From an optimization exercise on the open Yosys and OpenROAD flow, aimed at small area, a short achievable clock period and few clock cycles per item; shortcuts taken in it are not production practice.
Only simulation tests tie the RTL to the original design; equivalence was not proved.
Power figures rest on the tool's default switching activity, not on a simulated workload.

old:
==> flow/design.v (excerpt) <==
module core (
    input [31:0] data_in,
    input rst,
    input clk,
    output wire [31:0] addr,
    output wire [31:0] data_out,
    output wire mem_ren,
    output wire mem_wen
);
assign data_out = 32'd0;
assign mem_wen = 1'b0;
reg run;
always @(posedge clk, posedge rst)
    if (rst) run <= 1'b0;
    else run <= 1'b1;
assign mem_ren = run;
reg [31:0] ea, eb;       
reg [2:0]  ef3;          
reg        ealt;         
reg [4:0]  erd;          
reg        ebr;          
reg [29:0] eseq;         
reg [29:0] etgt;         
wire [32:0] sum1 = {ea, 1'b1} + {eb, ealt};
wire [31:0] sum = sum1[32:1];
reg  [15:0] cp, cg;       
reg         ccin, cinv;
integer k;
reg  [15:0] tg [0:4];
reg  [15:0] tp [0:4];
integer l, j;
always @(*) begin
    tg[0] = cg;
    tp[0] = cp;
    for (l = 0; l < 4; l = l + 1) begin
        tg[l+1] = 16'd0;
        tp[l+1] = 16'd0;
        for (j = 0; j < (8 >> l); j = j + 1) begin
            tg[l+1][j] = tg[l][2*j+1] | (tp[l][2*j+1] & tg[l][2*j]);
            tp[l+1][j] = tp[l][2*j+1] & tp[l][2*j];
        end
    end
end
wire cmp = tg[4][0] | (tp[4][0] & ccin);
reg  [32:0] sa;
reg  [4:0]  sh;
wire [32:0] sr = $signed(sa) >>> sh;
reg  [31:0] sl;
always @(*)
    for (k = 0; k < 32; k = k + 1)
        sl[k] = sr[31-k];
reg [31:0] res;
always @(*)
    case (ef3)
    3'b000: res = sum;
    3'b001: res = sl;
    3'b010: res = {31'd0, cmp};
    3'b011: res = {31'd0, cmp};
    3'b100: res = ea ^ eb;
    3'b101: res = sr[31:0];
    3'b110: res = ea | eb;
    default: res = ea & eb;
    endcase
wire taken = ebr & (cmp ^ cinv);
wire [29:0] fpc = ({30{taken}} & etgt) | ({30{~taken}} & eseq);
assign addr = {fpc, 2'b00};
reg [31:0] r [1:31];
reg [31:1] v;
  ...
Size: ~4600 cells after synthesis, roughly 1200 flip-flops, about 100 I/O pins.
Settings: LEC_CHECK=0, CAP_MARGIN=20, CORE_MARGIN=2, CORE_UTILIZATION=40, PLACE_DENSITY=0.6, SETUP_SLACK_MARGIN=5, SLEW_MARGIN=20; clock period 10.0 ns.
run.sh (not shown) runs the stock make flow with config.mk's settings and CLKGATE_MAP_FILE= SYNTH_SCRIPT=/design/flow/synth_recipe.tcl, a recipe that flattens the netlist after the stock synthesis.
Testbench counts of old, summed over its fixed seeds: cycles 51,909, instrs 51,525.
[inputs] new vs old
# old
export LEC_CHECK = 0
export CAP_MARGIN = 20
export CORE_MARGIN = 2
export CORE_UTILIZATION = 40
export PLACE_DENSITY = 0.6
export SETUP_SLACK_MARGIN = 5
export SLEW_MARGIN = 20
create_clock -name core_clock -period 10.0 [get_ports {clk}]
# new
export LEC_CHECK = 0
export CAP_MARGIN = 20
export CORE_MARGIN = 2
export CORE_UTILIZATION = 50
export CTS_CLUSTER_DIAMETER = 150
export CTS_CLUSTER_SIZE = 20
export PLACE_DENSITY = 0.65
export SETUP_SLACK_MARGIN = 5
export SLEW_MARGIN = 20
export TNS_END_PERCENT = 0
create_clock -name core_clock -period 10.0 [get_ports {clk}]
### Flow results
- old ended up with flop to output pin as its critical path class; new ended up with input port to flop.
- From old to new the numbers moved as follows: combinational power fell about 9%, worst path required time moved up, maximum frequency shows a reduction of 4.1%, area overhead of the layout relative to synthesis fell 5.2 points.


Another version of the RTL of core (not shown whole).
Size: about 4,700 cells after synthesis, about 100 I/O pins.
// core
module core (
    input [31:0] data_in,
    input rst,
    input clk,
    output wire [31:0] addr,
    output wire [31:0] data_out,
    output wire mem_ren,
    output wire mem_wen
);
assign data_out = 32'd0;
assign mem_wen = 1'b0;
reg run;
always @(posedge clk, posedge rst)
    if (rst) run <= 1'b0;
    else run <= 1'b1;
assign mem_ren = run;
reg [31:0] ea, eb;       
reg [2:0]  ef3;          
reg        ealt;         
reg [4:0]  erd;          
reg        ebr;          
reg [29:0] eseq;         
reg [29:0] etgt;         
wire [32:0] sum1 = {ea, 1'b1} + {eb, ealt};
wire [31:0] sum = sum1[32:1];
reg  [7:0]  cp, cg;
reg         ccin;
integer k;
reg  [7:0]  tg [0:3];
reg  [7:0]  tp [0:3];
integer l, j;
always @(*) begin
    tg[0] = cg;
    tp[0] = cp;
    for (l = 0; l < 3; l = l + 1) begin
        tg[l+1] = 8'd0;
        tp[l+1] = 8'd0;
        for (j = 0; j < (4 >> l); j = j + 1) begin
            tg[l+1][j] = tg[l][2*j+1] | (tp[l][2*j+1] & tg[l][2*j]);
            tp[l+1][j] = tp[l][2*j+1] & tp[l][2*j];
        end
    end
end
wire cmp = tg[3][0] | (tp[3][0] & ccin);
reg  [32:0] sa;
reg  [4:0]  sh;
wire [32:0] sr = $signed(sa) >>> sh;
reg  [31:0] sl;
always @(*)
    for (k = 0; k < 32; k = k + 1)
        sl[k] = sr[31-k];
reg [31:0] res;
always @(*)
    case (ef3)
    3'b000: res = sum;
    3'b001: res = sl;
    3'b010: res = {31'd0, cmp};
    3'b011: res = {31'd0, cmp};
  ...
export LEC_CHECK = 0
export CAP_MARGIN = 20
export CORE_MARGIN = 2
export CORE_UTILIZATION = 40
export CTS_CLUSTER_DIAMETER = 150
export CTS_CLUSTER_SIZE = 20
export PLACE_DENSITY = 0.6
export SETUP_SLACK_MARGIN = 5
export SLEW_MARGIN = 20
create_clock -name core_clock -period 10.0 [get_ports {clk}]
standard.sh (not shown) runs the stock make flow with config.mk's settings and CLKGATE_MAP_FILE= SYNTH_SCRIPT=/design/flow/synth_recipe.tcl, a recipe that flattens the netlist after the stock synthesis.
==> flow/flow/run.sh <==
#!/bin/bash
set -o pipefail
export BUFFER_PORTS_ARGS="-buffer_cell sky130_fd_sc_hd__buf_4"
bash standard.sh finish > standard.log 2>&1
The first run passed the timing, DRC and antenna checks.
Testbench counts at the start, summed over its fixed seeds: cycles 51,909, instrs 51,525.
Change:
==> flow/run.sh (new file) <==
#!/bin/bash
# synth_recipe.tcl (not shown) runs the flow's synth.tcl, then flattens the netlist and writes it again
# the make line also repeats each setting of config.mk as NAME=value (left out here)
make -C /OpenROAD-flow-scripts/flow DESIGN_CONFIG=/design/flow/config.mk WORK_HOME=/design/flow/orfs CLKGATE_MAP_FILE= SYNTH_SCRIPT=/design/flow/synth_recipe.tcl finish
- CORE_UTILIZATION: 40 -> 50
- PLACE_DENSITY: 0.6 -> 0.65
removed: flow/flow/run.sh
removed: flow/standard.sh
Outcome: Via count grows by about 0.9%. Setup slack got worse by 0.052 ns. Total power went down by 1.6%. Sequential share of layout area came out higher by 0.54 points. Wire length came out lower by 1.6%. Final area went down by 1.0%. Fmax goes down by about 1%. Register-to-register slack is worse by 0.22 ns. Cell count shrinks by about 6%. Clock-buffer cell count is unchanged.
Change:
==> flow/flow/run.sh (new file) <==
#!/bin/bash
set -o pipefail
export BUFFER_PORTS_ARGS="-buffer_cell sky130_fd_sc_hd__buf_4"
bash standard.sh finish > standard.log 2>&1
==> flow/standard.sh (new file) <==
#!/bin/bash
# synth_recipe.tcl (not shown) runs the flow's synth.tcl, then flattens the netlist and writes it again
# the make line also repeats each setting of config.mk as NAME=value (left out here)
make -C /OpenROAD-flow-scripts/flow DESIGN_CONFIG=/design/flow/config.mk WORK_HOME=/design/flow/orfs CLKGATE_MAP_FILE= SYNTH_SCRIPT=/design/flow/synth_recipe.tcl "${@:-finish}"
removed: flow/run.sh
What happened:
- The changed run finished clean
- critical path depth came out lower by 2
- sequential share of layout area came out higher by 0.31 points
- synthesized area stays the same
- setup slack gets better by 0.013 ns
- die area stays the same
- global-route usage came out lower by 0.49 points
- power came out lower by 1.0%
- clock skew stays flat
- final area came out lower by 0.57%

-- static timing again, ports no longer ideal --
Ports are ideal in the flow. The routed layouts listed here were re-timed in OpenROAD. Step 1 assumes that a clkbuf_16 drives the clock port and a buf_2 every other input. Step 2 moves the port delays by t, midway between the first and last clock arrival at a register: inputs arrive t later, outputs are due t later. That takes back most of the time a late clock gives input paths. Slacks: ideal ports / drivers / drivers and shift; pairs: ideal ports / drivers.
| run | t, ns | setup slack, ns | clock arrival spread, ns | worst register clock-pin slew, ns | worst slew at a driven data input, ns |
|---|---|---|---|---|---|
| old | 0.828 | 4.741 / 4.665 / 4.139 | 0.125 / 0.125 | 0.07 / 0.07 | 0.07 |
| new | 0.765 | 4.515 / 4.560 / 3.795 | 0.045 / 0.044 | 0.10 / 0.10 | 0.07 |
| the first run of note 2 | 0.797 | 4.880 / 4.919 / 4.138 | 0.052 / 0.051 | 0.10 / 0.10 | 0.12 |
| the second run of note 2 | 0.776 | 4.828 / 4.781 / 4.103 | 0.040 / 0.041 | 0.11 / 0.11 | 0.07 |
| the third run of note 2 | 0.746 | 4.841 / 4.873 / 4.127 | 0.040 / 0.040 | 0.10 / 0.10 | 0.10 |
After both steps setup and hold are still met in every run listed. For the first run of note 2, which loses most, drivers alone change the setup slack by +0.039 ns; drivers and shift together by -0.742 ns.
